Source: an optimization exercise on an open RTL-to-GDS flow (aim: small area). Production flows keep margins and buffers that such runs may drop.
Function was checked by simulation only, so behaviour that the tests miss may differ from the original.
Power is estimated from default activity; no workload was simulated.

$ cat flow/design.v
module router_fifo #(localparam W=9,D=16,A=4)
                      (input clock,resetn,soft_reset,write_enb,read_enb,lfd_state,
			                  input [W-2:0]data_in,
                                output full,empty,
			                           	output reg[W-2:0]data_out);
reg [W-1:0]mem[0:D-1];
reg [A:0]wp,rp;
integer i;
reg [W-3:0]count;
reg tlfd;
always@(posedge clock)begin
	if(!resetn)
		tlfd<=0;
	else
		tlfd<=lfd_state;
end
always@(posedge clock)
begin
	if(!resetn)
	begin
		for(i=0;i<D;i=i+1)begin
			mem[i]<=0;
			end
		wp<=0;
	end
	else if(soft_reset)
	begin
		for(i=0;i<D;i=i+1)begin
			mem[i]<=0;
			end
		wp<=0;
	end
	else if(write_enb && !full)
	begin
			if(wp[4])
			wp<=1'b0;
		else begin
				mem[wp]<={tlfd,data_in};
			wp<=wp+1'b1;
		end
	end
	end
always@(posedge clock)
begin
	if(!resetn)
	begin
		rp<=5'b0;
		data_out<=1'b0;
	end
	else if(soft_reset)
	begin
		rp<=5'b0;
		data_out<= 1'b0;
	end
	else if(count== 7'b0 && data_out!=0)
		data_out<= 1'b0;
	else if(read_enb && !empty)
	begin
			if(rp[4])
			rp<=1'b0;
		else
		begin
	data_out<=mem[rp[3:0]][W-2:0];
		rp<=rp+1'b1;
	end
	end
end
always@(posedge clock)
begin
if(!resetn) count<=7'b0;
else if(soft_reset) count<=7'b0;
else if(read_enb && !empty)begin
	case( mem[rp[3:0]][W-1])
       1'b1 :  count <= mem[rp[3:0]][7:2]+1'b1;
	    1'b0 : if(count!=7'b0) count<=count-1'b1; else count<=count;
	    default : count <= count;
    endcase
end
else
count<=count;
end
assign full=(wp == D && rp == 0);
assign empty=(rp == wp);
endmodule
module router_fsm(input clock,resetn,pkt_valid,parity_done,
                                     input[1:0]data_in,
		                 	input soft_reset_0,soft_reset_1,soft_reset_2,fifo_full,low_pkt_valid,fifo_empty_0,fifo_empty_1,fifo_empty_2,
	                                      output busy,detect_add,ld_state,laf_state,full_state,write_enb_reg,rst_int_reg,lfd_state);
reg [2:0]ste;
reg [2:0]nste;
parameter DECODE_ADDRESS     = 3'b000,        
          LOAD_FIRST_DATA    = 3'b001,        
	  LOAD_DATA          = 3'b010,       
	  FIFO_FULL_STATE    = 3'b011,      
	  LOAD_AFTER_FULL    = 3'b100,     
	  LOAD_PARITY        = 3'b101,    
	  CHECK_PARITY_ERROR = 3'b110,   
	  WAIT_TILL_EMPTY    = 3'b111;  
	  reg[1:0]addr;
	  always@(posedge clock)begin
		  if(!resetn)
			  addr <= 2'b0;
		  else 
			  addr <= data_in;
	  end
	  always@(posedge clock)begin
		  if(!resetn)
			  ste <= DECODE_ADDRESS;
		  else if(soft_reset_0 || soft_reset_1 || soft_reset_2)
			  ste <= DECODE_ADDRESS;
		  else
			  ste <= nste;
	  end
	  always@(*)begin
		  case(ste)
			  DECODE_ADDRESS : if((pkt_valid && (data_in[1:0] == 0) && fifo_empty_0)||
                               (pkt_valid && (data_in[1:0] == 1) && fifo_empty_1)||
					                (pkt_valid && (data_in[1:0] == 2) && fifo_empty_2)) nste = LOAD_FIRST_DATA;
					   else if((pkt_valid && (data_in[1:0] == 0) && !fifo_empty_0)||
                          (pkt_valid && (data_in[1:0] == 1) && !fifo_empty_1)||
					           (pkt_valid && (data_in[1:0] == 2) && !fifo_empty_2)) nste =  WAIT_TILL_EMPTY;  else nste =  DECODE_ADDRESS;
		          LOAD_FIRST_DATA : nste = LOAD_DATA;
		          LOAD_DATA : if(!fifo_full && !pkt_valid) nste =  LOAD_PARITY ; else if(fifo_full) nste = FIFO_FULL_STATE; else nste = LOAD_DATA ;
			  FIFO_FULL_STATE : if(!fifo_full) nste = LOAD_AFTER_FULL ; else nste = FIFO_FULL_STATE;
		          LOAD_AFTER_FULL : if(!parity_done && low_pkt_valid) nste =  LOAD_PARITY; else if(!parity_done && !low_pkt_valid) nste = LOAD_DATA ;
		                            else if(parity_done) nste = DECODE_ADDRESS; else nste = LOAD_AFTER_FULL;
                          LOAD_PARITY : nste = CHECK_PARITY_ERROR;
		          CHECK_PARITY_ERROR : if(fifo_full) nste = FIFO_FULL_STATE; else if(!fifo_full) nste  = DECODE_ADDRESS;else nste = CHECK_PARITY_ERROR;                          
	                  WAIT_TILL_EMPTY : if((fifo_empty_0 && (addr == 0)) || (fifo_empty_1 && (addr == 1)) || (fifo_empty_2 && (addr == 2))) 
		                   nste = LOAD_FIRST_DATA; else nste = WAIT_TILL_EMPTY;
				    default : nste = DECODE_ADDRESS;
		    endcase
	    end
assign detect_add = (ste == DECODE_ADDRESS);
assign ld_state = (ste == LOAD_DATA);
assign laf_state = (ste == LOAD_AFTER_FULL);
assign full_state = (ste == FIFO_FULL_STATE);
assign write_enb_reg = ( ste  == LOAD_DATA || ste == LOAD_PARITY || ste == LOAD_AFTER_FULL);
assign rst_int_reg = (ste == CHECK_PARITY_ERROR);
assign lfd_state = (ste == LOAD_FIRST_DATA);
assign busy = (ste == LOAD_FIRST_DATA || ste == LOAD_PARITY || ste == FIFO_FULL_STATE || ste  == LOAD_AFTER_FULL || ste == WAIT_TILL_EMPTY || ste == CHECK_PARITY_ERROR);
endmodule 
module router_reg(input clock,resetn,pkt_valid,
	input [7:0]data_in,
	input fifo_full,rst_int_reg,detect_add,ld_state,laf_state,full_state,lfd_state,
	output reg parity_done,low_pkt_valid,err,
	output reg [7:0]dout);
reg [7:0] head,ffb,intp,packp; 
always@(posedge clock)begin
	if(!resetn)
		dout<=0;
	else begin
		if(detect_add && pkt_valid && (data_in[1:0] != 3)) dout <= dout;
	        else
		begin
			if(lfd_state) dout<=head;
		        else
			begin
				if(ld_state && (!fifo_full)) dout<=data_in;
				else
				begin
					if(ld_state && fifo_full) dout<=dout;
					else
					begin
						if(laf_state) dout <= ffb; else dout<= dout;
					end
			      end
	        	end
		end
	end
end
always@(posedge clock)begin
	if(!resetn)
		head<=0;
	else
	begin
		if(detect_add && pkt_valid && (data_in[1:0] != 3)) head<= data_in; else head <= head;
	end
end
always@(posedge clock)begin
	if(!resetn)
             intp <= 0;
   else
	begin
		if(detect_add)
			intp <= 0;
		else
		begin
			if(lfd_state)
				intp <= intp ^ head;
			else
			begin
				if(pkt_valid && ld_state && (!full_state))
					intp <= intp ^ data_in;
				else
					intp<=intp;
			end
		end
	end
end
always@(posedge clock)begin
	if(!resetn)
		packp <= 0;
	else
	begin
		if(detect_add)
			packp <= 0;
		else
		begin
			if(ld_state && (!pkt_valid))
				packp <= data_in;
			else
				packp <= packp;
		end
	end
end
always@(posedge clock)begin
	if(!resetn)
		ffb <= 0;
	else
	begin
		if(fifo_full && ld_state)
			ffb <= data_in;
		else
			ffb <= ffb;
	end
end
always@(posedge clock)
begin
	if(!resetn)
		parity_done <= 1'b0;
	  else if(detect_add)
		parity_done <= 1'b0;
		else
	begin
		if((ld_state) && (!fifo_full) && (!pkt_valid) && (laf_state))
			parity_done <= 1'b1;
			else if((laf_state) && (low_pkt_valid) && (!parity_done))
			parity_done <= 1'b1;
		else
			parity_done <= 1'b0;
	end
end
always@(posedge clock)begin
	if(!resetn || rst_int_reg)
		low_pkt_valid <= 0;
	else
	begin
		if(ld_state && (!pkt_valid))
			low_pkt_valid <= 1'b1;
	end
end
always@(posedge clock)begin
	if(!resetn)
		err <= 0;
	else
	begin
		if(rst_int_reg)
		begin
			if(intp != packp)
				err <= 1'b1;
		end
	end
end
endmodule
module router_sync #(parameter N=2)
                    (input detect_add,
			    input [N-1:0]data_in,
			        input write_enb_reg,clock,resetn,read_enb_0,read_enb_1,read_enb_2,empty_0,empty_1,empty_2,
				full_0,full_1,full_2,
				output reg [N:0]write_enb,
				output reg fifo_full,soft_reset_0,soft_reset_1,soft_reset_2,
				output vld_out_0,vld_out_1,vld_out_2);
			reg[N-1:0]add;
			reg[4:0]count_0,count_1,count_2;
			always@(posedge clock)begin
				if(!resetn)
					add <= {N{1'b0}};
				else if(detect_add)
					add <= data_in;
					else
					add<=add;
			end
			always@(*)begin
				if(write_enb_reg)begin
					case(add)
						2'b00 : write_enb = 3'b001;
						2'b01 : write_enb = 3'b010;
						2'b10 : write_enb = 3'b100;
						default : write_enb = 3'b000;
					endcase
				end
				else
					write_enb = 3'b000;
			end
			always@(*)begin
				case(add)
					2'b00 : fifo_full = full_0;
					2'b01 : fifo_full = full_1;
					2'b10 : fifo_full = full_2;
					default : fifo_full = 1'b0;
				endcase
			end
			assign vld_out_0 = ~empty_0;
		   assign vld_out_1 = ~empty_1;
			assign vld_out_2 = ~empty_2;
			always@(posedge clock)begin
				if(!resetn)begin
					count_0 <= 5'b1;
					soft_reset_0 <= 1'b0;
				end
				else if(!vld_out_0)begin
					count_0 <= 5'b1;
					soft_reset_0 <= 5'b0;
				end
				else if(read_enb_0)
	begin
		count_0<=5'b1;
		soft_reset_0<=0;
	end
	else
	begin
		if(count_0==5'd30)
		begin
			count_0<=5'b1;
			soft_reset_0<=1'b1;
		end
		else
		begin
			soft_reset_0<=0;
			count_0<=count_0+1'b1;
		end
	end
			end
			always@(posedge clock)begin
				if(!resetn)begin
					count_1 <= 5'b1;
					soft_reset_1 <= 1'b0;
				end
				else if(!vld_out_1)begin
					count_1 <= 5'b1;
					soft_reset_1 <= 5'b0;
				end
			else if(read_enb_1)
	begin
		count_1<=5'b1;
		soft_reset_1<=0;
	end
	else
	begin
		if(count_1==5'd30)
		begin
			count_1<=5'b1;
			soft_reset_1<=1'b1;
		end
		else
		begin
			soft_reset_1<=0;
			count_1<=count_1+1'b1;
		end
	end
			end
			always@(posedge clock)begin
				if(~resetn)begin
					count_2 <= 5'b1;
					soft_reset_2 <= 1'b0;
				end
				else if(~vld_out_2)begin
					count_2 <= 5'b1;
					soft_reset_2 <= 5'b0;
				end
		else if(read_enb_2)
	begin
		count_2<=5'b1;
		soft_reset_2<=0;
	end
	else
	begin
		if(count_2==5'd30)
		begin
			count_2<=5'b1;
			soft_reset_2<=1'b1;
		end
		else
		begin
			soft_reset_2<=0;
			count_2<=count_2+1'b1;
		end
	end
end
	endmodule
module router_top2 (input clock,resetn,read_enb_0,read_enb_1,read_enb_2,
	input [7:0]data_in,
	input pkt_valid,
	output [7:0]data_out_0,data_out_1,data_out_2,
	output valid_out_0,valid_out_1,valid_out_2,error,busy);
wire [2:0] write_enb1;			
wire [7:0]dt;
wire emt0,emt1,emt2;
router_fsm  rfsm(clock,resetn,pkt_valid,parity_done,data_in[1:0],soft_reset_0,soft_reset_1,soft_reset_2,fifo_full,low_pkt_valid,emt0,emt1,emt2,busy,detect_add,ld_state,laf_state,full_state,write_enb_reg,rst_int_reg,lfd_state);
router_sync  rsync(detect_add,data_in[1:0],write_enb_reg,clock,resetn,read_enb_0,read_enb_1,read_enb_2,emt0,emt1,emt2,
				full_0,full_1,full_2,
			 write_enb1,
				 fifo_full,soft_reset_0,soft_reset_1,soft_reset_2,
				 valid_out_0,valid_out_1,valid_out_2);
router_reg   rr( clock,resetn,pkt_valid,data_in,
	 fifo_full,rst_int_reg,detect_add,ld_state,laf_state,full_state,lfd_state,
	parity_done,low_pkt_valid,error,dt);
router_fifo rf1( clock,resetn,soft_reset_0,write_enb1[0],read_enb_0,lfd_state,dt,full_0,emt0,data_out_0);
router_fifo rf2( clock,resetn,soft_reset_1,write_enb1[1],read_enb_1,lfd_state,dt,full_1,emt1,data_out_1);
router_fifo rf3( clock,resetn,soft_reset_2,write_enb1[2],read_enb_2,lfd_state,dt,full_2,emt2,data_out_2);
endmodule
$ cat flow/run.sh
#!/bin/bash
# synth_recipe.tcl (not shown) runs the flow's synth.tcl, then flattens the netlist and writes it again
# the make line also repeats each setting of config.mk as NAME=value (left out here)
make -C /OpenROAD-flow-scripts/flow DESIGN_CONFIG=/design/flow/config.mk WORK_HOME=/design/flow/orfs CLKGATE_MAP_FILE= SYNTH_SCRIPT=/design/flow/synth_recipe.tcl finish
$ cat flow/config.mk
export PLATFORM = sky130hd
export DESIGN_NAME = router_top2
export DESIGN_NICKNAME = router_top2
export VERILOG_FILES = /design/flow/design.v
export SDC_FILE = /design/flow/constraint.sdc
export NUM_CORES = 4
export LEC_CHECK = 0
export CAP_MARGIN = 20
export CORE_MARGIN = 2
export CORE_UTILIZATION = 40
export PLACE_DENSITY = 0.6
export SLEW_MARGIN = 20
$ cat flow/constraint.sdc
create_clock -name core_clock -period 5.0 [get_ports {clock}]
set_input_delay 1.0000 -clock core_clock [delete_from_list [all_inputs] [get_ports {clock}]]
set_output_delay 1.0000 -clock core_clock [all_outputs]
set_load 0.01 [all_outputs]
==> run summary <==
placed cells by master, fill, tap and decap left out, types with 10 or more instances in the layout:
cell type                           n
sky130_fd_sc_hd__clkdlybuf4s50_1   42
sky130_fd_sc_hd__o21ai_0           64
sky130_fd_sc_hd__and2_1           295
sky130_fd_sc_hd__mux2i_1           25
sky130_fd_sc_hd__nor3_1            30
sky130_fd_sc_hd__buf_4             64
sky130_fd_sc_hd__xnor2_1           21
sky130_fd_sc_hd__and3_1           148
sky130_fd_sc_hd__mux4_2           103
sky130_fd_sc_hd__nand2_1          158
sky130_fd_sc_hd__dfxtp_1          153
sky130_fd_sc_hd__a22oi_1           37
sky130_fd_sc_hd__nor2b_1           28
sky130_fd_sc_hd__nor4_1            11
sky130_fd_sc_hd__edfxtp_1         432
sky130_fd_sc_hd__ha_1              33
sky130_fd_sc_hd__nand3_1           60
sky130_fd_sc_hd__clkbuf_16         68
sky130_fd_sc_hd__clkbuf_1          11
sky130_fd_sc_hd__xor2_1            27
sky130_fd_sc_hd__or3_1             10
sky130_fd_sc_hd__clkinv_1          12
sky130_fd_sc_hd__nand2b_1          25
sky130_fd_sc_hd__a21oi_1           68
sky130_fd_sc_hd__inv_1             39
sky130_fd_sc_hd__mux4_1            14
sky130_fd_sc_hd__nor2_1           116
sky130_fd_sc_hd__clkinv_2          13
sky130_fd_sc_hd__a31oi_1           19
layout make-up:
cell class / instances / area [sq um] / area share [%]
clock buffers: 87 / 1850 / 5.93
flip-flops and latches: 588 / 16100 / 51.5
well taps: 931 / 1160 / 3.73
inverters: 39 / 146 / 0.469
multi-input cells: 1442 / 10800 / 34.5
clock inverters: 34 / 283 / 0.905
repair buffers: 106 / 901 / 2.88
cell usage after synthesis (37+ instances only):
library cell / number / area share (%)
sky130_fd_sc_hd__nor2_1: 117 / 1.6
sky130_fd_sc_hd__mux4_2: 103 / 8.4
sky130_fd_sc_hd__a21oi_1: 68 / 1.2
sky130_fd_sc_hd__edfxtp_1: 432 / 47
sky130_fd_sc_hd__inv_1: 39 / 0.53
sky130_fd_sc_hd__clkbuf_1: 122 / 1.7
sky130_fd_sc_hd__nand3_1: 60 / 1.1
sky130_fd_sc_hd__and3_1: 148 / 3.3
sky130_fd_sc_hd__a22oi_1: 37 / 1.0
sky130_fd_sc_hd__o21ai_0: 65 / 1.2
sky130_fd_sc_hd__dfxtp_1: 156 / 11
sky130_fd_sc_hd__nand2_1: 158 / 2.1
sky130_fd_sc_hd__and2_1: 295 / 6.7
worst paths after layout:
path                                       to  slack [ns]  cells past startpoint
setup / recovery                  valid_out_0        1.17                      5
hold reg to reg   rsync.count_0[0]$_SDFF_PP1_        0.43                      1
setup reg to reg  rf1.mem[2][1]$_SDFFCE_PN0P_        1.46                      7
hold / removal    rsync.count_0[0]$_SDFF_PP1_        0.43                      1
stage by stage:
step / power, mW / hold slack [ns] / cells / utilization [%] / setup slack [ns]
6_report: 14.6 / 0.429 / 3227 / 45.5 / 1.17
5_1_grt: 15.3 / 0.451 / 3227 / 45.5 / 1.02
4_1_cts: 14.7 / 0.429 / 3227 / 45.5 / 1.19
3_5_place_dp: 9.97 / 0.416 / 3106 / 42.4 / 1.09
3_3_place_gp: 9.87 / 0.409 / 3106 / 42.4 / 1.15
2_1_floorplan: 8.62 / 0.398 / 2227 / - / 2.24
where the power goes:
part,leakage [nW],switching [mW],total [mW],internal [mW]
Sequential,5.73,0.486,6.09,5.60
Combinational,4.80,2.35,3.79,1.45
Clock,1.06,1.98,4.76,2.78
Total,11.6,4.81,14.6,9.83
cells by family (layout without fill, tap and decap cells):
family                   Yosys count  after routing  share of synthesized area (%)
AO/OA/AOI/OAI                    271            271                           6.23
XOR/XNOR                          48             48                           1.52
adder cells (fa/ha/maj)           33             33                           1.49
buffers and inverters            197            266                           3.03
flip-flops                       588            588                           58.1
multiplexers                     148            148                           10.8
AND/OR/NAND/NOR                  942            942                           18.8
layer usage:
layer	GRT usage (%)	wire [um]	vias to the layer above
met5	0	0	-
met4	5.57	1760	0
met3	3.49	3960	98
met2	31.2	32100	505
met1	26.9	30600	8942
li1	-	-	8235
critical path, delay by kind of cell, from the launching register on:
| family | cells | cell delay [ns] |
|---|---|---|
| simple gates | 2 | 0.77 |
| flops | 1 | 0.72 |
| buf+inv | 2 | 0.55 |
| xor+xnor | 1 | 0.19 |
==> flow_results.org <==
** Placed design
- Port buffering added 42 buffers.
- Once detailed placement completed, the half-perimeter wirelength came to 45.3 mm.
- Summing all placed instances gives a cell area of 0.0291 sq mm.
- Final RePlAce weighted congestion :: just over 0.8

** Route
- After detailed routing, the average wire length per cell comes to 21.2 um.
- After the first detailed-routing iteration, the DRC count stood at 1578.
- For this block, the via count after detailed routing is 17780.
- Before antenna repair, the detailed router went through 5 iterations.
- After detailed routing, the total wire length is 68.5 mm.
- Mean number of vias per cell :: 5.51
- Count of antenna-violating nets left after detailed routing :: 0
- Number of remaining DRC errors :: 0

** Synth
- Netlist cell types :: 74
- Proportion of synthesized chip area in sequential cells :: 58.1%
- Synthesis handed over a netlist of 2227 instances.
- Synthesis inferred ~600 register bits.
- Counting every net in the synthesized netlist gives between 2000 and 2500.
- Total standard cell area after synthesis :: ~0.028 sq mm
- Count of flip-flops with a built-in enable after synthesis :: 432
- For this run, the leading register cell type out of synthesis is sky130_fd_sc_hd__edfxtp_1.
- For this run, asynchronously set or reset flops after synthesis account for 0%.
- Yosys printed 20 warnings.
- Synthesized area divided by synthesized cell count :: ~12 sq um

** Setup path
- Startpoint type of the worst setup path :: register
- At the worst endpoint, the arrival time is roughly 2.8 ns.
- Tracing the worst setup path back leads to its startpoint at rf1.wp[2]$_SDFFE_PP0N_.
- On the worst path, the slowest cell contributes a delay of 0.72 ns.
- The worst setup path is captured at an output pin.
- Reg-to-Reg Start :: rfsm.ste[1]$_SDFF_PP0_
- Walking the worst path, the cells encountered are xnor2_1 -> nand3_1 -> nor2_1 -> inv_1 -> clkdlybuf4s50_1.
- Along the worst path, the maximum fanout reaches 12.
- The worst setup path is of the reg2out kind.
- Data on the critical path is required at its endpoint by about 4.0 ns.
- For this design, the slowest cell found on the critical path is sky130_fd_sc_hd__dfxtp_1.

** Clock network
- The clock net in this run drives a total of about 590 sinks.
- Clock H-tree levels :: 3
- Clock-pin slew was measured on the worst setup and hold paths at 0.06 ns.
- The number of hold buffers added after CTS was 0.
- Master cell of the clock root buffer :: sky130_fd_sc_hd__clkbuf_16
- After clock tree synthesis, the repair step resized 0 gates.
- In this run, CTS created clock tree buffers numbering 66.
- TritonCTS built the clock tree.
- Clock Latency Late Sink :: roughly 0.61 ns
- Number of setup buffers added after CTS :: 0
- The longest clock path from root to sink contains 3 buffers.

** Cells and area
- Largest regs :: rf1.mem (144), rf2.mem (144), rf3.mem (144)
- Layout Area Growth over Synthesis :: 12.8%
- Of the cells placed in the final design, the portion with a size suffix greater than 1 is roughly an eighth.
- Final #Nets :: 2290
- Design Area, Final :: 0.0312 sq mm
- The filler cells instantiated in the layout total 6053.
- Count of inserted antenna diode cells :: 0

** Timing
- Final slew viol count :: 0
- After routing, the total negative slack on setup checks comes to 0 ns.
- The clock arrives with roughly 0.026 ns of skew.
- In the finished design, the share of the clock period the worst path needs comes to approximately 77%.
- At the pin with the least slew margin, the transition time is 1.09 ns.
- Minimum period implied by the final worst setup slack :: 3.83 ns
- Timing would allow up to between 200 and 300 MHz.
- Relative slew slack :: approximately 27%
- The count of endpoints failing hold in the final timing report is 0.
- Setup repair after global routing left no endpoint under its margin.
- Setup violations remaining at the end of the flow were counted as 0.

** Floorplan
- The die covers 0.0714 sq mm.
- Row Count :: 96
- Core region area :: 0.0686 sq mm
- The die is between 200 and 300 um wide.
- Count of boundary I/O pins :: 43
- Measured along the y axis, the die boundary spans 267 um.
- Initial Util :: roughly 40%

** Global routing
- The first global-routing pass estimated 105 mm of wire.
- Entering global routing, the biggest net connects 49 pins.
- Number of global-route vias before repair :: approximately 18000
- For this run, the total global-route usage over all layers was measured as 19.4%.
- Residual overflow from global routing :: 0
- The number of antenna violations at the first check in global routing is 2.

** Worst hold path
- Worst min path class :: reg2reg
- In this run the most critical hold path is launched from rsync.count_0[0]$_SDFF_PP1_.

** Status
- The run finished with no timing, DRC or antenna violations.

** Power and ir drop
- Power density normalized to cell area :: 469 mW/mm^2
- The worst-case IR drop observed on VDD is 0.243 mV.
- Leakage component of the power :: 11.6 nW

** Run
- Max-cap violations in this run came to 0.

-- port drivers added, routing unchanged --
No port has a modelled driver above. Below, the same layout with a new extraction and two added sets of constraints.
Step 1 (the two cells are an assumption about what drives the block):
set clk [get_ports {clock}]
set_driving_cell -lib_cell sky130_fd_sc_hd__clkbuf_16 $clk
set_driving_cell -lib_cell sky130_fd_sc_hd__buf_2 [delete_from_list [all_inputs] $clk]
Step 2 moves the port delays by t, midway between the first and last clock arrival at a register: inputs arrive t later, outputs are due t later. That takes back most of the time a late clock gives input paths.
Three values: ideal, step 1, step 2; two values: the first two.
t (ns): 0.663
setup WS [ns]: 1.169 / 1.104 / 1.063
worst hold slack (ns): 0.429 / 0.429 / 0.429
After both steps setup and hold are still met in this run. The setup slack of this run moves by -0.065 ns with the drivers and by -0.106 ns with both steps.
